What follows belongs to an exercise in optimizing a design on an open flow for small area, a short achievable clock period and few clock cycles per item; a production flow would make more cautious choices.
No functional check of the RTL was part of any run shown here.

==> flow/design.v, too long to show whole: its modules and the start of the top module <==
// module me_fa: 4 lines
// module me_ha: 4 lines
// module me_fa1: 4 lines
// module me_sq: 1425 lines
// module me_sqc: 1459 lines
// module me_mulc: 3147 lines
// module me_suma: 388 lines
// module me_sumnb: 192 lines
// module me_esct: 295 lines
// module me_por: 83 lines
// module me_addp: 9 lines
// module me_pand: 83 lines
// module mandel_engine: 186 lines
module mandel_engine (
    input             clk,
    input             reset,      
    input             start,      
    input  [31:0]     x,          
    input  [31:0]     y,          
    input  [20:0]     delta,      
    output            busy,       
    output reg        wr_en,      
    output reg [8:0]  wr_addr,    
    output reg [15:0] wr_data     
);
  // ...
==> flow/flow/run.sh <==
#!/bin/bash
# Standard ORFS layout, with timing repair aimed below the design's period:
# the SDC is unchanged (20 ns); repair_timing is asked to leave MARGIN ns of
# setup slack, so it optimises the paths as if the clock were faster.
set -euo pipefail
MARGIN=${MARGIN:-15}
bash standard.sh synth > synth.log 2>&1
bash standard.sh SETUP_SLACK_MARGIN=$MARGIN finish > layout.log 2>&1
==> flow/standard.sh <==
#!/bin/bash
# synth_recipe.tcl (not shown) runs the flow's synth.tcl, then flattens the netlist and writes it again
# the make line also repeats each setting of config.mk as NAME=value (left out here)
make -C /OpenROAD-flow-scripts/flow DESIGN_CONFIG=/design/flow/config.mk WORK_HOME=/design/flow/orfs CLKGATE_MAP_FILE= SYNTH_SCRIPT=/design/flow/synth_recipe.tcl "${@:-finish}"
==> flow/config.mk <==
export PLATFORM = sky130hd
export DESIGN_NAME = mandel_engine
export DESIGN_NICKNAME = mandel_engine
export VERILOG_FILES = /design/flow/design.v
export SDC_FILE = /design/flow/constraint.sdc
export NUM_CORES = 4
export LEC_CHECK = 0
export CAP_MARGIN = 20
export CORE_MARGIN = 2
export CORE_UTILIZATION = 40
export CTS_CLUSTER_DIAMETER = 100
export CTS_CLUSTER_SIZE = 25
export SLEW_MARGIN = 20
export SYNTH_HIERARCHICAL = 1
export SYNTH_MINIMUM_KEEP_SIZE = 0
==> flow/constraint.sdc <==
create_clock -name core_clock -period 20.0 [get_ports {clk}]
set_input_delay 4.0000 -clock core_clock [delete_from_list [all_inputs] [get_ports {clk}]]
set_output_delay 4.0000 -clock core_clock [all_outputs]
set_load 0.01 [all_outputs]
==> qor.txt, run 1 <==
die area: 203000 um2
Antenna Cells: 8
Die Height: 451 um
hold-fix buffer count after cts: 0
crit path time final: 5290 ps
CP max-delay cell: dfxtp_4
cells on worst reg2reg path: 12
Antenna Nets Post-Route: 0
Synth Net Count: 9886
Final GP Congestion: 0.962
RR Startpoint: dab[24]
Area-dominant class: multi-input combinational cells
pin count of the biggest net entering global routing: 106
CP Launch Point: running
hold wc startpoint: c0[13]
largest delay contributor family on the critical path: flip-flops
# IOs: 115
clock buf count: 53
status: timing/DRC/antenna clean
hold crit path type: flop to flop
skew final: 61.7 ps
crit path capture: busy
vias in the first global route: 58966
First-pass DRT Iterations: 6
row cnt: 163
multi-input combinational area share: 68.6%
RSZ-0062 raised after global routing: true
number of non-clock inverters: 446
Worst Setup Start Kind: flop
clk slew on worst S/H paths: 110 ps
period utilization: 26.4%
met2 routed WL: 116000 um
Worst slew margin: 23.2%
DR top layer: met5
Starting DRT DRC Count: 5418
starting density of the core: 40.4%
Hold WS: 318 ps
==> run 2, diff against run 1 <==
--- a/flow/config.mk
+++ b/flow/config.mk
@@ -10,4 +10,4 @@
 export CORE_UTILIZATION = 40
-export CTS_CLUSTER_DIAMETER = 100
-export CTS_CLUSTER_SIZE = 25
+export CTS_CLUSTER_DIAMETER = 70
+export CTS_CLUSTER_SIZE = 30
 export SLEW_MARGIN = 20
==> run 2 against run 1 <==
  * Synthesized cell count stayed put
  * First-iteration DRC count up 7.9%
  * Synthesized area stayed put
  * Final cell count up 0.49%
  * Still clean on timing, DRC and antenna
==> qor.txt, run 2 <==
# IOs: 115 (unchanged)
sequential cell area: 16700 um2
clk slew on worst S/H paths: 100 ps (about the same)
vias in the first global route: 59261 (+0.50%)
crit path time final: 5300 ps (+13.9 ps)
Synth Net Count: 9886 (unchanged)
row cnt: 163 (unchanged)
drt total wl: 254000 um
nature of the critical path endpoint: output pin
GRT Residual Overflow: 0
core area: 198000 um2
Final Hold Fails: 0
endpoints failing setup: 0
Worst EP arrival: 1300 ps
hold crit path type: flop to flop
HPWL Detailed: 186000 um
Crit Path Max Fanout: 2
Mapped Cells: 8027
CP max-delay cell: dfxtp_4
DRC violations left: 0
YS warnings: 7
skew final: 44.7 ps (-17.0 ps)
Hold WS: 301 ps (-17.6 ps)
PortBufs: 114
htree depth: 3
RSZ-0062 raised after global routing: true
via count: 56261
commonest non-fill, non-tap cell in the layout: nand2_1
Vias/cell: 5.56
WL per Instance: 25.1 um
clock buffer depth: 3
Worst slew margin: 23.9% (+0.78 points)
Slew Viols, Final: 0
maximum clock frequency: 0.189 GHz
Die Width: 451 um
Mean Syn Cell Area: 9.94 um2
status: timing/DRC/antenna clean
die area: 203000 um2 (unchanged)
Crit path largest cell delay: 360 ps
Total GRT Usage: 24.9%
most frequent cells in the layout: 1339 x nand2_1, 1297 x fa_1, 596 x dfxtp_1
First-pass DRT Iterations: 6 (unchanged)
Antenna Nets Post-Route: 0 (unchanged)
global-route wire length before repair: 380000 um
Slew @ Worst Pin: 1140 ps
Worst Setup Start Kind: flop
clock root cell: clkbuf_16
Die Height: 451 um (unchanged)
fill count: 19132
antenna violations before repair: 11
crit path cell chain: buf_12, buf_6
total clock buffers created by CTS: 69
hold-fix buffer count after cts: 0 (unchanged)
nets@finish: 9267
dpl cells: 9970
mapped cell area: 79800 um2
Largest regs: sv0: 64 flops, sv1: 64 flops
period utilization: 26.5% (+0.069 points)
area post-placement: 79200 um2
Starting DRT DRC Count: 5846 (+7.9%)
Finished Layout Cells: 10111
starting density of the core: 40.4% (unchanged)
Max Cap Viol: 0
fraction of layout cells with a size suffix above 1: 6.95%
clock sink count: 767
Multi-input gate area: 55600 um2
Worst-Skew Late Latency: 710 ps
pin count of the biggest net entering global routing: 106 (unchanged)
worst path required time: 16000 ps
Final GP Congestion: 0.962 (unchanged)
CTS tree: yes
area grow syn2layout: 2.66%
Crit Path Category: flop to output pin
Post-Route Setup TNS: 0 ps
post-route cell area: 82000 um2
run 2: cell type report:
| type | count | share of cell area, % |
|---|---|---|
| Clock buffer | 74 | 2.16 |
| Multi-Input combinational cell | 5886 | 67.8 |
| Clock inverter | 52 | 0.992 |
| Tap cell | 2640 | 4.03 |
| Sequential cell | 767 | 20.4 |
| Inverter | 446 | 2.04 |
| Timing Repair Buffer | 238 | 2.61 |
| Antenna cell | 8 | 0.0244 |
run 2: path summary, 6_finish.rpt:
path / start / to / slack (ps) / cells past startpoint
max: running / busy / 14700 / 2
min: sv1[53] / sv0[53] / 300 / 0
max reg2reg: ra[15] / xabn[10] / 15070 / 8
min reg2reg: sv1[53] / sv0[53] / 300 / 0
run 2: critical path: cells and delay by family (launching register included):
family                 cells  cell delay [ps]
DFF                        1              360
buffers and inverters      2              230
run 2: stage by stage:
| stage | util [%] | setup slack, ps |
|---|---|---|
| after floorplan | - | 15020 |
| after global placement | 40.0 | 14420 |
| after detailed placement | 40.0 | 14480 |
| after CTS | 41.4 | 14660 |
| after global routing | 41.4 | 14650 |
| final | 41.4 | 14700 |
run 2: repair_timing:
| action | in CTS | in global routing |
|---|---|---|
| gates cloned | 2 | 0 |
| buffers inserted | 4 | 0 |
| endpoints found under the setup margin | 64 | 101 |
| resized for setup | 136 | 35 |
| endpoints found under the hold margin | 0 | 0 |
run 2: metal layers:
metal | global-route usage [%] | up-vias | wire (um)
met1 | 32.5 | 28765 | 104000
li1 | - | 24140 | -
met5 | 0 | - | 39
met3 | 4.74 | 721 | 20200
met2 | 39.7 | 2631 | 116000
met4 | 11.7 | 4 | 14100
==> module mandel_engine, before the edit <==
module mandel_engine (
    input             clk,
    input             reset,      
    input             start,      
    input  [31:0]     x,          
    input  [31:0]     y,          
    input  [20:0]     delta,      
    output            busy,       
    output reg        wr_en,      
    output reg [8:0]  wr_addr,    
    output reg [15:0] wr_data     
);
reg        running;
reg        ini;           
reg [31:0] gc;            
reg [31:0] gdn;           
reg [31:0] cs;            
reg [20:0] dr;            
reg [8:0]  gw;            
reg        gv;            
assign busy = running;
reg [30:0] ra, rb;        
reg        sa, sb;        
reg [31:0] dab;           
reg [31:0] c0, d0;        
reg [7:0]  k0;            
reg        e0;            
reg [63:0] sv0;           
reg [1:0]  pi0;           
reg [8:0]  wa0;           
reg [11:0] p30;           
reg        act0;
reg [31:0] xa, ya;            
reg [31:0] xbn, ybn;          
reg        ca, cb;            
reg [30:0] xabn, yabn;        
reg        cab;
reg        cyc1;
reg [31:0] c1, d1;
reg [7:0]  k1;
reg        e1;
reg [63:0] sv1;
reg [1:0]  pi1;
reg [8:0]  wa1;
reg [11:0] p31;
reg        act1;
wire [33:0] txa, tya, txb, tyb, txab, tyab;
me_sq   sqa (.r(ra), .X(txa), .Y(tya));
me_sqc  sqb (.r(rb), .X(txb), .Y(tyb));            
me_mulc mab (.r(ra), .D(dab), .X(txab), .Y(tyab));   
wire [63:0] st = {sa, ra, sb, rb};
wire cmp_en = (k0[7:3] != 5'd0);
wire save   = (k0[2:0] == 3'd7);
wire tca  = (txa[1] & tya[1])   | ((txa[1] | tya[1])   & txa[0] & tya[0]);
wire tcb  = (~txb[1] & ~tyb[1])   | ((~txb[1] | ~tyb[1])   & ~txb[0] & ~tyb[0]);
wire tcab = (~txab[1] & ~tyab[1]) | ((~txab[1] | ~tyab[1]) & ~txab[0] & ~tyab[0]);
always @(posedge clk) begin
    xa   <= txa[33:2];  ya  <= tya[33:2];  ca  <= tca;
    xbn  <= txb[33:2];  ybn  <= tyb[33:2];  cb  <= tcb;
    xabn <= txab[32:2]; yabn <= tyab[32:2]; cab <= tcab;
    cyc1 <= cmp_en & (st == sv0);
    sv1  <= save ? st : sv0;
    c1   <= c0;   d1  <= d0;
    k1   <= k0;   pi1 <= pi0;
    e1   <= e0;
    wa1  <= wa0;  p31 <= p30;
    act1 <= reset ? 1'b0 : act0;
end
wire [33:0] eu, ev;
me_esct esct (.xa(xa), .ya(ya), .xbn(xbn), .ybn(ybn), .ca(ca), .cb(cb), .U(eu), .V(ev));
wire [29:0] e29 = {1'b0, eu[28:0]} + {1'b0, ev[28:0]};
wire [4:0]  eh0 = eu[33:29] + ev[33:29];
wire [4:0]  eh1 = eu[33:29] + ev[33:29] + 5'd1;
wire [32:0] oa32 = {1'b0, xa} + {1'b0, ya} + {32'd0, ca};
wire [32:0] ob32 = {1'b0, xbn} + {1'b0, ybn} + {32'd0, ~cb};
wire oa = oa32[32];
wire ob = ~ob32[32];
wire [4:0] ek = {oa & ob, oa ^ ob, 3'd0};
wire esc = e29[29] ? (eh1 != ek) : (eh0 != ek);
wire [31:0] au, av, bu, bv;
me_suma  suma  (.xa(xa), .ya(ya), .xbn(xbn), .ybn(ybn), .c(c1), .ca(ca), .cbn(~cb), .U(au), .V(av));
me_sumnb sumnb (.xn(xabn), .yn(yabn), .dn(d1), .cabn(~cab), .U(bu), .V(bv));
wire [31:0] an, nbn, pan, pnb;
me_addp adda (.x(au), .y(av), .S(an), .P(pan));      
me_addp addb (.x(bu), .y(bv), .S(nbn), .P(pnb));     
wire [31:0] bn = nbn ^ pnb;                        
wire [30:0] an_abs = an[30:0]  ^ ({31{an[31]}}  & pan[30:0]);
wire [30:0] bn_abs = nbn[30:0] ^ ({31{nbn[31]}} & pnb[30:0]);    
wire [31:0] dab_n  = nbn ^ ({32{~an[31]}} & pnb);                
wire done = act1 & (e1 | cyc1 | (k1 == 8'd255));
wire last = (pi1 == 2'd3);
wire take = (~act1 | (done & last)) & gv;
wire inword = act1 & ~last;
wire [31:0] nc = inword ? (c1 + {11'd0, dr}) : gc;
wire [31:0] ndn = inword ? d1 : gdn;               
wire [31:0] nd = ~ndn;
wire [31:0] pnc, pnd;
me_por  porc (.x(nc), .P(pnc));
me_pand pord (.x(ndn), .P(pnd));
wire [31:0] nnd = ndn ^ pnd;                       
wire [30:0] nc_abs = nc[30:0] ^ ({31{nc[31]}} & pnc[30:0]);
wire [30:0] nd_abs = nd[31] ? nnd[30:0] : nd[30:0];
wire [31:0] dab_i  = nc[31] ? nnd : nd;
wire [7:0] kk = k1;
wire [3:0] pm = (kk > 8'd133) ? 4'd15 : (
                (kk > 8'd96)  ? 4'd14 : (
                (kk > 8'd69)  ? 4'd13 : (
                (kk > 8'd50)  ? 4'd12 : (
                (kk > 8'd36)  ? 4'd11 : (
                (kk > 8'd26)  ? 4'd10 : (
                (kk > 8'd19)  ? 4'd9  : (
                (kk > 8'd13)  ? 4'd8  : (
                (kk > 8'd10)  ? 4'd7  : (
                (kk >= 8'd7)  ? 4'd6  : (
                (kk >= 8'd5)  ? 4'd5  : kk[3:0] ))))))))));
wire [3:0] pix = e1 ? pm : 4'd0;
wire ld = done | take;
always @(posedge clk) begin
    if (ld) begin
        ra  <= nc_abs;  sa <= nc[31];
        rb  <= nd_abs;  sb <= nd[31];
        dab <= dab_i;
        c0  <= nc;      d0 <= ndn;
        k0  <= 8'd0;
        e0  <= 1'b0;
    end else begin
        ra  <= an_abs;  sa <= an[31];
        rb  <= bn_abs;  sb <= bn[31];
        dab <= dab_n;
        c0  <= c1;      d0 <= d1;
        k0  <= k1 + 8'd1;
        e0  <= esc;
    end
    sv0 <= sv1;
    pi0 <= take ? 2'd0 : (done ? pi1 + 2'd1 : pi1);
    wa0 <= take ? gw : wa1;
    p30 <= done ? {p31[7:0], pix} : p31;
    act0 <= reset ? 1'b0 : (take | (act1 & ~(done & last)));
    wr_en   <= ~reset & done & last;
    wr_addr <= wa1;
    wr_data <= {p31, pix};
end
always @(posedge clk) begin
    if (reset) begin
        running <= 1'b0;
        ini     <= 1'b0;
        gv      <= 1'b0;
    end else if (!running) begin
        if (start) begin
            running <= 1'b1;
            ini     <= 1'b1;
        end
    end else begin
        ini <= 1'b0;
        if (ini) begin
            gv <= 1'b1;
        end else if (take && gw == 9'd511) begin
            gv <= 1'b0;
        end
        if (!ini && !gv && !act0 && !act1)
            running <= 1'b0;
    end
end
always @(posedge clk) begin
    if (!running) begin
        gc <= x;
        gdn <= ~y;
        dr <= delta;
    end else if (ini) begin
        gc <= gc - {6'd0, dr, 5'd0};
        cs <= gc - {6'd0, dr, 5'd0};
        gdn <= gdn - {7'd0, dr, 4'd0};
        gw <= 9'd0;
    end else begin
        if (take) begin
            gw <= gw + 9'd1;
            if (gw[3:0] == 4'd15) begin
                gc <= cs;
                gdn <= gdn + {11'd0, dr};
            end else begin
                gc <= gc + {9'd0, dr, 2'd0};
            end
        end
    end
end
endmodule
==> run 3, diff against run 2 <==
--- a/flow/design.v
+++ b/flow/design.v
@@ -7109,3 +7109,2 @@
 reg [31:0] gdn;           
-reg [31:0] cs;            
 reg [20:0] dr;            
@@ -7228,3 +7227,3 @@
     pi0 <= take ? 2'd0 : (done ? pi1 + 2'd1 : pi1);
-    wa0 <= take ? gw : wa1;
+    wa0 <= take ? gwa : wa1;
     p30 <= done ? {p31[7:0], pix} : p31;
@@ -7235,2 +7234,10 @@
 end
+wire       row_end = (gw[3:0] == 4'd15);
+wire       dir     = gw[4];
+wire [8:0] gwa     = {gw[8:4], dir ? ~gw[3:0] : gw[3:0]};
+wire        cneg = ini | dir;
+wire [31:0] cm   = ini ? {6'd0, dr, 5'd0} : {9'd0, dr, 2'd0};
+wire [31:0] gc_n = gc + (cm ^ {32{cneg}}) + {31'd0, cneg};
+wire [31:0] dm   = ini ? {7'd0, dr, 4'd0} : {11'd0, dr};
+wire [31:0] gd_n = gdn + (dm ^ {32{ini}}) + {31'd0, ini};
 always @(posedge clk) begin
@@ -7258,20 +7265,14 @@
     if (!running) begin
-        gc <= x;
+        gc  <= x;
         gdn <= ~y;
-        dr <= delta;
-    end else if (ini) begin
-        gc <= gc - {6'd0, dr, 5'd0};
-        cs <= gc - {6'd0, dr, 5'd0};
-        gdn <= gdn - {7'd0, dr, 4'd0};
-        gw <= 9'd0;
+        dr  <= delta;
     end else begin
-        if (take) begin
+        if (ini || (take && !row_end))
+            gc <= gc_n;
+        if (ini || (take && row_end))
+            gdn <= gd_n;
+        if (ini)
+            gw <= 9'd0;
+        else if (take)
             gw <= gw + 9'd1;
-            if (gw[3:0] == 4'd15) begin
-                gc <= cs;
-                gdn <= gdn + {11'd0, dr};
-            end else begin
-                gc <= gc + {9'd0, dr, 2'd0};
-            end
-        end
     end
==> flow/flow/run.sh (replaced) <==
#!/bin/bash
# Standard ORFS layout, with two changes to how it is made (the SDC, the
# period and the constraints are the standard flow's, unchanged):
#  - timing repair is asked to leave MARGIN ns of setup slack, so it
#    optimises the paths as if the clock were faster than the 20 ns it is
#    signed off at;
#  - the port buffers that the standard flow inserts on every input and
#    output are plain buf cells (buffer_ports -buffer_cell).
# Each make run writes its full output to its own log here; ORFS keeps the
# per-step logs under orfs/logs.
set -euo pipefail
MARGIN=${MARGIN:-15}
PORTBUF=${PORTBUF:-sky130_fd_sc_hd__buf_1}
bash standard.sh synth > synth.log 2>&1
bash standard.sh SETUP_SLACK_MARGIN=$MARGIN "BUFFER_PORTS_ARGS=-buffer_cell $PORTBUF" finish > layout.log 2>&1
--- a/flow/config.mk
+++ b/flow/config.mk
@@ -10,4 +10,4 @@
 export CORE_UTILIZATION = 40
-export CTS_CLUSTER_DIAMETER = 70
-export CTS_CLUSTER_SIZE = 30
+export CTS_CLUSTER_DIAMETER = 100
+export CTS_CLUSTER_SIZE = 25
 export SLEW_MARGIN = 20
==> run 3 against run 2 <==
  * Still clean
  * Register-to-register slack is essentially flat
  * Clock skew shrank 3.1 ps
  * Flip-flop and latch count shrank 32
  * Fmax grew 2.5%
  * Global-route usage shrank 1.4 points
  * Synthesized area shrank 2.9%
  * First-iteration DRC count shrank 20%
  * Routed wire length shrank 9.0%
  * Setup slack gained 130 ps
==> qor.txt, run 3 <==
PortBufs: 114 (unchanged)
DRC violations left: 0 (unchanged)
hold wc startpoint: sv1[26]
post-route cell area: 77600 um2 (-5.3%)
period utilization: 25.8% (-0.66 points)
most frequent cells in the layout: 1316 x nand2_1, 1294 x fa_1, 602 x dfxtp_1
total clock buffers created by CTS: 42 (-39%)
clock buffer depth: 3 (unchanged)
Mean Syn Cell Area: 10.0 um2 (+0.73%)
cells on worst reg2reg path: 14 (+6)
Reg2Reg Capture Point: ra[23]
area post-placement: 75800 um2 (-4.2%)
Post-Route Setup TNS: 0 ps (unchanged)
largest delay contributor family on the critical path: flip-flops
mapped cell area: 77500 um2 (-2.9%)
worst path required time: 16000 ps (about the same)
antenna violations before repair: 4 (-7)
starting density of the core: 40.2% (-0.11 points)
CTS tree: yes
WHS Endpoint: sv0[26]
RSZ-0062 raised after global routing: true
via count: 52827 (-6.1%)
vias in the first global route: 56438 (-4.8%)
status: timing/DRC/antenna clean
sequential cell area: 15700 um2 (-5.7%)
CP bufs+invs: 1 (-1)
hold path depth: 0 (unchanged)
row cnt: 161 (-1.2%)
reg2reg setup slack: 15070 ps (about the same)
nature of the critical path endpoint: output pin
maximum clock frequency: 0.193 GHz (+2.5%)
htree depth: 2 (-1)
Final Hold Fails: 0 (unchanged)
fill count: 18709 (-2.2%)
Starting DRT DRC Count: 4702 (-20%)
Die Width: 444 um (-1.5%)
nets@finish: 8910 (-3.9%)
endpoints failing setup: 0 (unchanged)
CP max-delay cell: dfxtp_4
YS warnings: 7 (unchanged)
global-route wire length before repair: 353000 um (-7.1%)
First-pass DRT Iterations: 5 (-1)
core area: 193000 um2 (-2.7%)
Die Height: 444 um (-1.5%)
Slew @ Worst Pin: 1150 ps (+11.1 ps)
skew final: 41.6 ps (-3.14 ps)
Max Cap Viol: 0 (unchanged)
crit path cell chain: buf_6
crit path time final: 5170 ps (-132 ps)
die area: 197000 um2 (-2.9%)
clock root cell: clkbuf_16
Crit Path Category: flop to output pin
WL per Instance: 24.0 um (-4.5%)
pin count of the biggest net entering global routing: 112 (+5.7%)
clock sink count: 735 (-4.2%)
Synth Net Count: 9571 (-3.2%)
RR Startpoint: dr[10]
area grow syn2layout: 0.129%
Worst slew margin: 23.1% (-0.85 points)
Crit path largest cell delay: 380 ps (+20 ps)
Total GRT Usage: 23.5% (-1.4 points)
GRT Residual Overflow: 0 (unchanged)
Multi-input gate area: 54200 um2 (-2.4%)
hold-fix buffer count after cts: 0 (unchanged)
fraction of layout cells with a size suffix above 1: 6.59% (-0.36 points)
Worst EP arrival: 1170 ps (-130 ps)
Slew Viols, Final: 0 (unchanged)
hold crit path type: flop to flop
Mapped Cells: 7736 (-3.6%)
Worst Setup Start Kind: flop
Antenna Nets Post-Route: 0 (unchanged)
clk slew on worst S/H paths: 100 ps (about the same)
HPWL Detailed: 174000 um (-6.7%)
Final GP Congestion: 0.950 (-1.3%)
commonest non-fill, non-tap cell in the layout: nand2_1
Largest regs: sv0: 64 flops, sv1: 64 flops
Crit Path Max Fanout: 1 (-1)
Vias/cell: 5.49 (-1.4%)
Worst-Skew Late Latency: 670 ps (-40 ps)
drt total wl: 231000 um (-9.0%)
# IOs: 115 (unchanged)
-- run 3: how the worst max path moves through the flow --
stage / cells after the start / endpoint / from
floorplan: 3 / gc[15] / x[15]
global placement: 9 / xabn[7] / ra[22]
detailed placement: 9 / xabn[7] / ra[22]
CTS: 1 / wr_addr[1] / wr_addr[1]
global route: 1 / wr_addr[1] / wr_addr[1]
finish: 1 / wr_addr[1] / wr_addr[1]
-- run 3: repair_timing --
| item | CTS | global route |
|---|---|---|
| hold endpoints to repair | 0 | 0 |
| pin swaps | 0 | 1 |
| endpoints found under the setup margin | 92 | 108 |
| setup buffers | 0 | 4 |
| gates resized for setup | 68 | 41 |
| gates cloned | 0 | 1 |
-- run 3: final cells by class --
class | count | share of cell area (%)
multi-input cells | 5651 | 69.9
flip-flops and latches | 735 | 20.3
well taps | 2526 | 4.07
inverters | 426 | 2.07
repair buffers | 219 | 1.92
clock buffers | 51 | 1.44
clock inverters | 19 | 0.322
diodes | 4 | 0.0129
-- run 3: through the flow --
step	hold WS, ps	setup WS (ps)	instances	utilization (%)
floorplan	310	15280	7736	-
global placement	310	14720	9551	39.4
detailed placement	312	14670	9551	39.4
CTS	314	14800	9621	40.2
global route	310	14800	9627	40.3
finish	315	14830	9631	40.3
-- run 3: per-layer routing --
layer	vias to the layer above	part of all wire [%]	global-route usage, %
li1	22871	-	-
met1	27208	42	32.1
met5	-	0.0099	0
met4	4	4.9	9.51
met2	2252	45	37.0
met3	492	7.8	4.08
==> run 4, diff against run 3 <==
--- a/flow/design.v
+++ b/flow/design.v
@@ -7105,3 +7105,4 @@
 );
-reg        running;
+reg        running;       
+reg        idle;          
 reg        ini;           
@@ -7245,7 +7246,9 @@
         running <= 1'b0;
+        idle    <= 1'b1;
         ini     <= 1'b0;
         gv      <= 1'b0;
-    end else if (!running) begin
+    end else if (idle) begin
         if (start) begin
             running <= 1'b1;
+            idle    <= 1'b0;
             ini     <= 1'b1;
@@ -7259,4 +7262,6 @@
         end
-        if (!ini && !gv && !act0 && !act1)
+        if (!ini && !gv && !act0 && !act1) begin
             running <= 1'b0;
+            idle    <= 1'b1;
+        end
     end
@@ -7264,3 +7269,3 @@
 always @(posedge clk) begin
-    if (!running) begin
+    if (idle) begin
         gc  <= x;
--- a/flow/config.mk
+++ b/flow/config.mk
@@ -9,3 +9,3 @@
 export CORE_MARGIN = 2
-export CORE_UTILIZATION = 40
+export CORE_UTILIZATION = 55
 export CTS_CLUSTER_DIAMETER = 100
==> run 4 against run 3 <==
  * Still clean
  * Die area decreased by 27%
  * Flip-flop and latch count increased by 1
  * Final area decreased by 0.97%
==> qor.txt, run 4 <==
Total GRT Usage: 33.5% (+10 points)
total clock buffers created by CTS: 42 (unchanged)
GRT Residual Overflow: 0 (unchanged)
Mean Syn Cell Area: 9.95 um2 (-0.63%)
crit path time final: 5180 ps (+9.60 ps)
Worst EP arrival: 1180 ps (about the same)
vias in the first global route: 56305 (-0.24%)
WL per Instance: 26.1 um (+8.8%)
RSZ-0062 raised after global routing: true
Crit Path Max Fanout: 1 (unchanged)
Starting DRT DRC Count: 4461 (-5.1%)
htree depth: 2 (unchanged)
Crit path largest cell delay: 370 ps (about the same)
YS warnings: 7 (unchanged)
Worst-Skew Late Latency: 700 ps (+30 ps)
nature of the critical path endpoint: output pin
commonest non-fill, non-tap cell in the layout: fa_1
Crit Path Category: flop to output pin
Largest regs: sv0: 64 flops, sv1: 64 flops
global-route wire length before repair: 357000 um (+1.1%)
Max Cap Viol: 0 (unchanged)
Worst slew margin: 27.5% (+4.4 points)
worst path required time: 16000 ps (about the same)
PortBufs: 114 (unchanged)
fraction of layout cells with a size suffix above 1: 6.21% (-0.38 points)
pin count of the biggest net entering global routing: 75 (-33%)
Mapped Cells: 7782 (+0.59%)
area grow syn2layout: -0.801%
clk slew on worst S/H paths: 110 ps (about the same)
Worst Setup Start Kind: flop
Final WS setup: 14820 ps (-9.60 ps)
maximum clock frequency: 0.193 GHz (-0.18%)
largest delay contributor family on the critical path: flip-flops
antenna violations before repair: 11 (+7)
Die Width: 379 um (-15%)
# IOs: 115 (unchanged)
core area: 140000 um2 (-27%)
Post-Route Setup TNS: 0 ps (unchanged)
Synth Net Count: 9617 (+0.48%)
skew final: 55.4 ps (+13.8 ps)
drt total wl: 236000 um (+2.0%)
crit path cell chain: buf_6
mapped cell area: 77500 um2 (about the same)
DRC violations left: 0 (unchanged)
clock sink count: 736 (+0.14%)
CP max-delay cell: dfxtp_2
Slew Viols, Final: 0 (unchanged)
Post-Place Worst Slack: 14540 ps (-130 ps)
hold crit path type: flop to flop
fill count: 12429 (-34%)
CP bufs+invs: 1 (unchanged)
First-pass DRT Iterations: 6 (+1)
Die Height: 379 um (-15%)
clock buffer depth: 3 (unchanged)
Final GP Congestion: 0.976 (+2.7%)
endpoints failing setup: 0 (unchanged)
die area: 144000 um2 (-27%)
Antenna Nets Post-Route: 0 (unchanged)
Slew @ Worst Pin: 1090 ps (-64.9 ps)
most frequent cells in the layout: 1294 x fa_1, 1280 x nand2_1, 598 x dfxtp_1
HPWL Detailed: 175000 um (+0.63%)
CTS tree: yes
nets@finish: 8945 (+0.39%)
Final Hold Fails: 0 (unchanged)
row cnt: 137 (-15%)
starting density of the core: 55.4% (+15 points)
Vias/cell: 5.93 (+8.0%)
clock root cell: clkbuf_16
via count: 53476 (+1.2%)
period utilization: 25.9% (+0.048 points)
status: timing/DRC/antenna clean
run 4: cell type report:
class | count | area, um2 | area share (%)
timing repair buffer | 221 | 1520 | 1.97
antenna | 10 | 25.0 | 0.0326
clock buffer | 52 | 1110 | 1.44
sequential | 736 | 15800 | 20.5
clock inverter | 20 | 324 | 0.422
multi-input combinational | 5673 | 54100 | 70.4
inverter | 436 | 1640 | 2.13
tap | 1876 | 2350 | 3.05
run 4: timing repair:
action	in CTS	in global routing
cloned	0	0
buffers inserted	2	3
pin swaps	0	1
hold buffers	0	0
gates resized for setup	69	43
setup endpoints to repair	63	101
run 4: path summary, 6_finish.rpt:
kind,start,end,slack [ps],depth (start not counted)
max,wr_data[5],wr_data[5],14820,1
min reg2reg,p31[1],wr_data[5],320,0
min,p31[1],wr_data[5],320,0
max reg2reg,ra[26],xabn[5],15080,10
run 4: routing by layer:
metal  vias up  global-route usage, %  routed length, um
li1      23127                      -                  -
met1     27343                   44.7              95400
met2      2409                   52.7             108000
met3       597                   6.79              19900
met4         0                   15.4              13000
met5         -                      0                  0
run 4: metrics by stage:
stage          util, %  hold WS [ps]  cell area, um2  cells
4_1_cts           54.9           311           76600   9011
3_5_place_dp      53.7           312           75000   8937
5_1_grt           55.0           327           76800   9018
6_report          55.0           322           76800   9024
3_3_place_gp      53.6           310           74900   8936
2_1_floorplan        -           310           77500   7782
==> run 5, diff against run 4 <==
--- a/flow/config.mk
+++ b/flow/config.mk
@@ -9,3 +9,3 @@
 export CORE_MARGIN = 2
-export CORE_UTILIZATION = 55
+export CORE_UTILIZATION = 65
 export CTS_CLUSTER_DIAMETER = 100
==> run 5 against run 4 <==
  * Still clean on timing, DRC and antenna
  * Die area is 15% lower
  * Synthesized cell count did not move
  * Register-to-register slack about the same
  * Clock skew down 11 ps
  * Global-route usage grew 4.8 points
  * Setup slack improved by 14 ps
  * Final area down 0.54%
  * Final cell count shrank 3.7%
  * Utilization grew 9.7 points
  * Critical path depth unchanged
  * Sequential share of layout area rose by 0.12 points
  * Critical path type unchanged
==> qor.txt, run 5 <==
Slew @ Worst Pin: 1220 ps (+129 ps)
vias in the first global route: 56145 (-0.28%)
endpoints failing setup: 0 (unchanged)
Vias/cell: 6.19 (+4.4%)
Worst slew margin: 18.8% (-8.7 points)
WL per Instance: 26.4 um (+0.99%)
total clock buffers created by CTS: 42 (unchanged)
Hold WS: 313 ps (-9.49 ps)
Mapped Cells: 7782 (unchanged)
Mean Syn Cell Area: 9.95 um2 (unchanged)
hold crit path type: flop to flop
Final GP Congestion: 0.976 (about the same)
Crit Path Category: flop to output pin
worst path required time: 16000 ps (about the same)
clock sink count: 736 (unchanged)
Max Cap Viol: 0 (unchanged)
Die Height: 349 um (-7.9%)
Largest regs: sv0: 64 flops, sv1: 64 flops
Crit Path Max Fanout: 1 (unchanged)
antenna violations before repair: 22 (+11)
htree depth: 2 (unchanged)
Die Width: 349 um (-7.9%)
starting density of the core: 65.6% (+10 points)
status: timing/DRC/antenna clean
HPWL Detailed: 170000 um (-2.9%)
most frequent cells in the layout: 1294 x fa_1, 1280 x nand2_1, 588 x dfxtp_1
nets@finish: 8952 (+0.078%)
dpl cells: 8607 (-3.7%)
CTS tree: yes
Finished Layout Cells: 8690 (-3.7%)
Antenna Nets Post-Route: 0 (unchanged)
Total GRT Usage: 38.3% (+4.8 points)
CP bufs+invs: 1 (unchanged)
Post-Place Worst Slack: 14440 ps (-99.2 ps)
Slew Viols, Final: 0 (unchanged)
fill count: 9685 (-22%)
fraction of layout cells with a size suffix above 1: 6.54% (+0.33 points)
# IOs: 115 (unchanged)
First-pass DRT Iterations: 8 (+2)
skew final: 44.3 ps (-11.2 ps)
nature of the critical path endpoint: output pin
crit path cell chain: buf_6
Crit path largest cell delay: 380 ps (about the same)
RSZ-0062 raised after global routing: true
CP max-delay cell: dfxtp_4
period utilization: 25.8% (-0.072 points)
clk slew on worst S/H paths: 100 ps (about the same)
Final Hold Fails: 0 (unchanged)
crit path time final: 5160 ps (-14.3 ps)
GRT Residual Overflow: 0 (unchanged)
Worst EP arrival: 1160 ps (-20 ps)
row cnt: 126 (-8.0%)
DRC violations left: 0 (unchanged)
die area: 122000 um2 (-15%)
YS warnings: 7 (unchanged)
PortBufs: 114 (unchanged)
clock buffer depth: 3 (unchanged)
Synth Net Count: 9617 (unchanged)
Post-Route Setup TNS: 0 ps (unchanged)
mapped cell area: 77500 um2 (unchanged)
largest delay contributor family on the critical path: flip-flops
maximum clock frequency: 0.194 GHz (+0.28%)
commonest non-fill, non-tap cell in the layout: fa_1
area grow syn2layout: -1.33%
Worst-Skew Late Latency: 670 ps (-30 ps)
clock root cell: clkbuf_16
Final WS setup: 14840 ps (+14.3 ps)
via count: 53756 (+0.52%)
Worst Setup Start Kind: flop
drt total wl: 229000 um (-2.7%)
Starting DRT DRC Count: 4960 (+11%)
core area: 118000 um2 (-15%)
pin count of the biggest net entering global routing: 113 (+51%)
global-route wire length before repair: 348000 um (-2.5%)
[run 5: metrics by stage]
stage / util [%] / instance area [um2]
global placement: 63.2 / 74600
global route: 64.7 / 76400
detailed placement: 63.2 / 74600
CTS: 64.5 / 76200
finish: 64.7 / 76400
floorplan: - / 77500
[run 5: routing by layer]
layer | vias to the layer above | global-route usage, % | part of all wire [%]
met3 | 659 | 8.25 | 9.9
met1 | 27184 | 52.2 | 40
met2 | 2761 | 58.4 | 44
met4 | 14 | 18.9 | 6.0
li1 | 23138 | - | -
met5 | - | 0 | 0.050
[run 5: layout make-up]
class,instances,area (um2),area share [%]
clock inverters,21,278,0.363
inverters,436,1640,2.14
multi-input cells,5673,54100,70.8
diodes,8,20.0,0.0262
well taps,1536,1920,2.51
flip-flops and latches,736,15800,20.6
repair buffers,228,1510,1.97
clock buffers,52,1160,1.52
[run 5: path summary, 6_finish.rpt]
check | startpoint | to | slack (ps) | cells after the start
worst max-delay path | wr_data[7] | wr_data[7] | 14840 | 1
worst min-delay path | sv1[42] | sv0[42] | 310 | 0
worst max register to register | ra[14] | xabn[13] | 15080 | 9
worst min register to register | sv1[42] | sv0[42] | 310 | 0
[run 5: worst reg2reg max path, delay by kind of cell, from the launching register on]
family	cells	cell delay, ps
adder cells (fa/ha/maj)	7	3470
flip-flops	1	400
buffers and inverters	1	670
AND/OR/NAND/NOR	1	230
[run 5: repair_timing]
action	CTS	global route
hold buffers	0	0
pin swaps	0	1
endpoints found under the setup margin	99	98
resized for setup	61	53
setup buffers	0	1
gates cloned	0	1
==> module me_fa1, before the edit <==
module me_fa1 (input a, input b, output s, output co);
assign s = ~(a ^ b);
assign co = a | b;
endmodule
==> run 6, diff against run 5 <==
--- a/flow/design.v
+++ b/flow/design.v
@@ -9,4 +9,10 @@
 module me_fa1 (input a, input b, output s, output co);
-assign s = ~(a ^ b);
-assign co = a | b;
+me_xnor2 xs (.a(a), .b(b), .y(s));
+me_or2 xc (.a(a), .b(b), .y(co));
+endmodule
+module me_xnor2 (input a, input b, output y);
+assign y = ~(a ^ b);
+endmodule
+module me_or2 (input a, input b, output y);
+assign y = a | b;
 endmodule
--- a/flow/config.mk
+++ b/flow/config.mk
@@ -9,5 +9,5 @@
 export CORE_MARGIN = 2
-export CORE_UTILIZATION = 65
-export CTS_CLUSTER_DIAMETER = 100
-export CTS_CLUSTER_SIZE = 25
+export CORE_UTILIZATION = 60
+export CTS_CLUSTER_DIAMETER = 60
+export CTS_CLUSTER_SIZE = 40
 export SLEW_MARGIN = 20
==> run 6 against run 5 <==
  * Final cell count rose by 1.2%
  * Fmax barely moved
  * Register-to-register slack barely moved
  * Clock-buffer cell count rose by 37
  * Die area rose by 7.4%
  * Utilization fell by 3.8 points
  * Non-clock buffer count fell by 5
  * Critical path depth did not move
  * Critical endpoint is now busy
  * Largest cell class unchanged
==> qor.txt, run 6 <==
CTS tree: yes
Synth Net Count: 9482 (-1.4%)
largest delay contributor family on the critical path: flip-flops
total clock buffers created by CTS: 84 (+100%)
Worst EP arrival: 1170 ps (about the same)
reg2reg setup slack: 15080 ps (about the same)
CP bufs+invs: 1 (unchanged)
status: timing/DRC/antenna clean
Antenna Nets Post-Route: 0 (unchanged)
maximum clock frequency: 0.194 GHz (about the same)
crit path time final: 5170 ps (+1.10 ps)
DRC violations left: 0 (unchanged)
clock buffer depth: 3 (unchanged)
Worst Setup Start Kind: flop
Final Hold Fails: 0 (unchanged)
htree depth: 3 (+1)
worst path required time: 16000 ps (about the same)
Worst slew margin: 26.1% (+7.3 points)
Mean Syn Cell Area: 10.0 um2 (+0.57%)
Largest regs: sv0: 64 flops, sv1: 64 flops
mapped cell area: 76800 um2 (-0.83%)
fraction of layout cells with a size suffix above 1: 7.49% (+0.96 points)
global-route wire length before repair: 349000 um (+0.37%)
WL per Instance: 26.1 um (-1.2%)
Worst-Skew Late Latency: 720 ps (+50 ps)
Final WS setup: 14830 ps (-1.10 ps)
Total GRT Usage: 35.9% (-2.5 points)
Slew @ Worst Pin: 1110 ps (-107 ps)
via count: 52738 (-1.9%)
YS warnings: 7 (unchanged)
crit path cell chain: buf_6
Die Height: 362 um (+3.6%)
First-pass DRT Iterations: 7 (-1)
period utilization: 25.8% (about the same)
# IOs: 115 (unchanged)
hold-fix buffer count after cts: 0 (unchanged)
Max Cap Viol: 0 (unchanged)
area post-placement: 74100 um2 (-0.70%)
nets@finish: 8865 (-0.97%)
hold crit path type: flop to flop
HPWL Detailed: 170000 um (-0.21%)
area grow syn2layout: 0.954%
drt total wl: 229000 um (about the same)
skew final: 57.3 ps (+13.0 ps)
antenna violations before repair: 13 (-41%)
crit path capture: busy
cells on worst reg2reg path: 8 (-1)
CP Launch Point: running
RSZ-0062 raised after global routing: true
Post-Route Setup TNS: 0 ps (unchanged)
WP depth: 1 (unchanged)
PortBufs: 114 (unchanged)
CP max-delay cell: dfxtp_2
nature of the critical path endpoint: output pin
endpoints failing setup: 0 (unchanged)
Starting DRT DRC Count: 4714 (-5.0%)
Final GP Congestion: 0.970 (-0.61%)
fill count: 10736 (+11%)
post-route cell area: 77600 um2 (+1.5%)
GRT Residual Overflow: 0 (unchanged)
Reg2Reg Capture Point: xabn[3]
Post-Place Worst Slack: 14340 ps (-99.9 ps)
commonest non-fill, non-tap cell in the layout: nand2_1
vias in the first global route: 54861 (-2.3%)
Mapped Cells: 7674 (-1.4%)
Die Width: 362 um (+3.6%)
clock sink count: 736 (unchanged)
most frequent cells in the layout: 1337 x nand2_1, 1294 x fa_1, 593 x dfxtp_1
Crit Path Category: flop to output pin
pin count of the biggest net entering global routing: 86 (-24%)
RR Startpoint: dab[20]
Hold WS: 309 ps (-3.58 ps)
Crit path largest cell delay: 330 ps (-50 ps)
core area: 127000 um2 (+7.9%)
Vias/cell: 5.99 (-3.1%)
Slew Viols, Final: 0 (unchanged)
row cnt: 131 (+4.0%)
starting density of the core: 60.3% (-5.3 points)
clk slew on worst S/H paths: 80 ps (-20 ps)
die area: 131000 um2 (+7.4%)
Crit Path Max Fanout: 2 (+1)
clock root cell: clkbuf_16
run 6: worst min-delay path by stage:
stage	start	end	slack [ps]	cells after the start
after floorplan	c0[0]	c1[0]	310	0
final	sv1[33]	sv0[33]	310	0
after CTS	sv1[33]	sv0[33]	310	0
after detailed placement	c0[12]	c1[12]	310	0
after global placement	d0[1]	d1[1]	310	0
after global routing	sv1[33]	sv0[33]	300	0
run 6: repair_timing:
action / CTS / global route
endpoints found under the setup margin: 63 / 80
resized for setup: 74 / 46
buffers inserted: 1 / 4
run 6: stage by stage:
stage               std cells  util [%]
floorplan                7674         -
global placement         8628      58.2
detailed placement       8628      58.2
CTS                      8785      60.7
global route             8791      60.9
finish                   8797      60.9
run 6: final cells by class:
cell class | instances | area (um2) | share of cell area [%]
Antenna cell | 8 | 20.0 | 0.0258
Clock buffer | 89 | 2140 | 2.76
Timing Repair Buffer | 223 | 1510 | 1.95
Clock inverter | 67 | 906 | 1.17
Tap cell | 1662 | 2080 | 2.68
Inverter | 309 | 1160 | 1.50
Sequential cell | 736 | 15800 | 20.3
Multi-Input combinational cell | 5703 | 54000 | 69.6
run 6: per-layer routing:
metal  global-route usage, %  wire [um]
met3                    7.73      21100
met1                    50.4      95000
met4                    12.6       9500
met5                       0         39
met2                    55.1     104000
==> run 7, diff against run 6 <==
--- a/flow/config.mk
+++ b/flow/config.mk
@@ -10,4 +10,4 @@
 export CORE_UTILIZATION = 60
-export CTS_CLUSTER_DIAMETER = 60
-export CTS_CLUSTER_SIZE = 40
+export CTS_CLUSTER_DIAMETER = 80
+export CTS_CLUSTER_SIZE = 35
 export SLEW_MARGIN = 20
==> run 7 against run 6 <==
  * Still clean on timing, DRC and antenna
  * Non-clock buffer count increased by 3
  * Synthesized area is the same
  * Flip-flop and latch count stayed put
  * Setup slack worse by 18 ps
  * Clock skew up 2.9 ps
  * Via count fell by 0.54%
  * Final cell count is 0.65% lower
  * Routed wire length fell by 0.44%
  * Global-route usage fell by 0.23 points
  * Hold slack better by 13 ps
  * Critical endpoint unchanged
  * Largest cell class unchanged
==> qor.txt, run 7 <==
status: timing/DRC/antenna clean
global-route wire length before repair: 347000 um (-0.44%)
YS warnings: 7 (unchanged)
Final Hold Fails: 0 (unchanged)
WL per Instance: 26.1 um (+0.21%)
Mapped Cells: 7674 (unchanged)
drt total wl: 228000 um (-0.44%)
worst path required time: 16000 ps (about the same)
Worst Setup Start Kind: flop
Worst-Skew Late Latency: 720 ps (about the same)
row cnt: 131 (unchanged)
vias in the first global route: 54599 (-0.48%)
clock buffer depth: 3 (unchanged)
crit path cell chain: buf_6
total clock buffers created by CTS: 52 (-38%)
most frequent cells in the layout: 1337 x nand2_1, 1294 x fa_1, 593 x dfxtp_1
PortBufs: 114 (unchanged)
area grow syn2layout: -0.158%
crit path time final: 5180 ps (+17.6 ps)
# IOs: 115 (unchanged)
htree depth: 2 (-1)
mapped cell area: 76800 um2 (unchanged)
period utilization: 25.9% (+0.088 points)
Die Height: 362 um (unchanged)
RSZ-0062 raised after global routing: true
nets@finish: 8836 (-0.33%)
Max Cap Viol: 0 (unchanged)
Antenna Nets Post-Route: 0 (unchanged)
starting density of the core: 60.3% (unchanged)
core area: 127000 um2 (unchanged)
Largest regs: sv0: 64 flops, sv1: 64 flops
endpoints failing setup: 0 (unchanged)
Starting DRT DRC Count: 4561 (-3.2%)
Synth Net Count: 9482 (unchanged)
Crit Path Max Fanout: 2 (unchanged)
Die Width: 362 um (unchanged)
Post-Route Setup TNS: 0 ps (unchanged)
GRT Residual Overflow: 0 (unchanged)
clock sink count: 736 (unchanged)
antenna violations before repair: 10 (-3)
fraction of layout cells with a size suffix above 1: 6.80% (-0.69 points)
Post-Place Worst Slack: 14340 ps (unchanged)
HPWL Detailed: 170000 um (unchanged)
maximum clock frequency: 0.193 GHz (-0.34%)
CP bufs+invs: 1 (unchanged)
Slew Viols, Final: 0 (unchanged)
Vias/cell: 6.00 (+0.11%)
clk slew on worst S/H paths: 120 ps (+40 ps)
First-pass DRT Iterations: 9 (+2)
CTS tree: yes
Final WS setup: 14820 ps (-17.6 ps)
die area: 131000 um2 (unchanged)
Worst EP arrival: 1180 ps (about the same)
Mean Syn Cell Area: 10.0 um2 (unchanged)
pin count of the biggest net entering global routing: 86 (unchanged)
Worst slew margin: 25.6% (-0.51 points)
reg2reg setup slack: 15080 ps (about the same)
Final GP Congestion: 0.970 (unchanged)
Crit path largest cell delay: 350 ps (+20 ps)
Total GRT Usage: 35.6% (-0.23 points)
commonest non-fill, non-tap cell in the layout: nand2_1
Hold WS: 322 ps (+12.6 ps)
DRC violations left: 0 (unchanged)
Slew @ Worst Pin: 1120 ps (+7.58 ps)
via count: 52452 (-0.54%)
CP max-delay cell: dfxtp_2
skew final: 60.3 ps (+2.95 ps)
nature of the critical path endpoint: output pin
hold crit path type: flop to flop
largest delay contributor family on the critical path: flip-flops
Crit Path Category: flop to output pin
clock root cell: clkbuf_16
run 7: changes by cell type in the layout (fill, tap and decap cells not counted), sizes merged:
cell      previous run  this run
clkbuf              89        53
clkinvlp             4         0
buf                223       226
inv                345       336
diode                8         7
clkinv              25        16
bufinv               2         1
run 7: per-stage QoR:
stage               std cells  area, um2  util, %
global placement         8628      74100     58.2
floorplan                7674      76800        -
CTS                      8726      76500     60.0
detailed placement       8628      74100     58.2
global route             8735      76700     60.2
finish                   8740      76700     60.2
run 7: cell type report:
type	count	area, um2
repair buffers	226	1530
fillers	10810	50700
well taps	1662	2080
multi-input cells	5703	54000
clock inverters	44	870
inverters	309	1160
flip-flops and latches	736	15700
diodes	7	17.5
clock buffers	53	1310
run 7: timing repair:
action / CTS / global route
hold buffers: 0 / 0
setup endpoints to repair: 70 / 107
buffers inserted: 1 / 7
gates resized for setup: 71 / 41
run 7: per-layer routing:
metal	routed length, um	vias up	share of wire [%]	GRT usage (%)
met1	95300	26891	42	50.5
met4	8940	4	3.9	12.1
met5	24	-	0.011	0
li1	-	22738	-	-
met3	20400	432	8.9	6.88
met2	104000	2387	45	55.1
run 7: path summary, 6_finish.rpt:
path,cells after the start,end,startpoint
worst max-delay path,1,busy,running
worst min-delay path,0,c1[21],c0[21]
worst max register to register,9,xabn[2],ra[18]
worst min register to register,0,c1[21],c0[21]

-- afterwards: timing with drivers on the ports --
The flow's constraints put no driver on any port. The routed layouts listed below were extracted and timed again, unchanged, in two steps. Step 1, drivers: a clkbuf_16 drives clk and a buf_2 each remaining input, both assumed. Step 2 times the ports against the registers' clock, not the clock port: input delays grow and output delays shrink by t, the midpoint of the rising clock arrivals with the driver on. Three values: ideal ports, drivers, drivers and shift; two values: the first two.
| run | t (ns) | setup WS [ns] | worst setup path after step 2 | cell pins on the clock port's net |
|---|---|---|---|---|
| run 1 | 0.764 | 14.713 / 14.632 / 14.455 | input to register | 1 |
| run 2 | 0.774 | 14.699 / 14.616 / 14.473 | input to register | 1 |
| run 3 | 0.731 | 14.830 / 14.754 / 15.042 | input to register | 1 |
| run 4 | 0.748 | 14.821 / 14.745 / 15.050 | input to register | 1 |
| run 5 | 0.725 | 14.835 / 14.762 / 15.030 | input to register | 1 |
| run 6 | 0.770 | 14.834 / 14.760 / 15.076 | register to register | 1 |
| run 7 | 0.760 | 14.816 / 14.746 / 15.084 | register to register | 1 |
After both steps setup and hold are still met in every run listed. For run 1, which loses most, drivers alone change the setup slack by -0.081 ns; drivers and shift together by -0.258 ns.
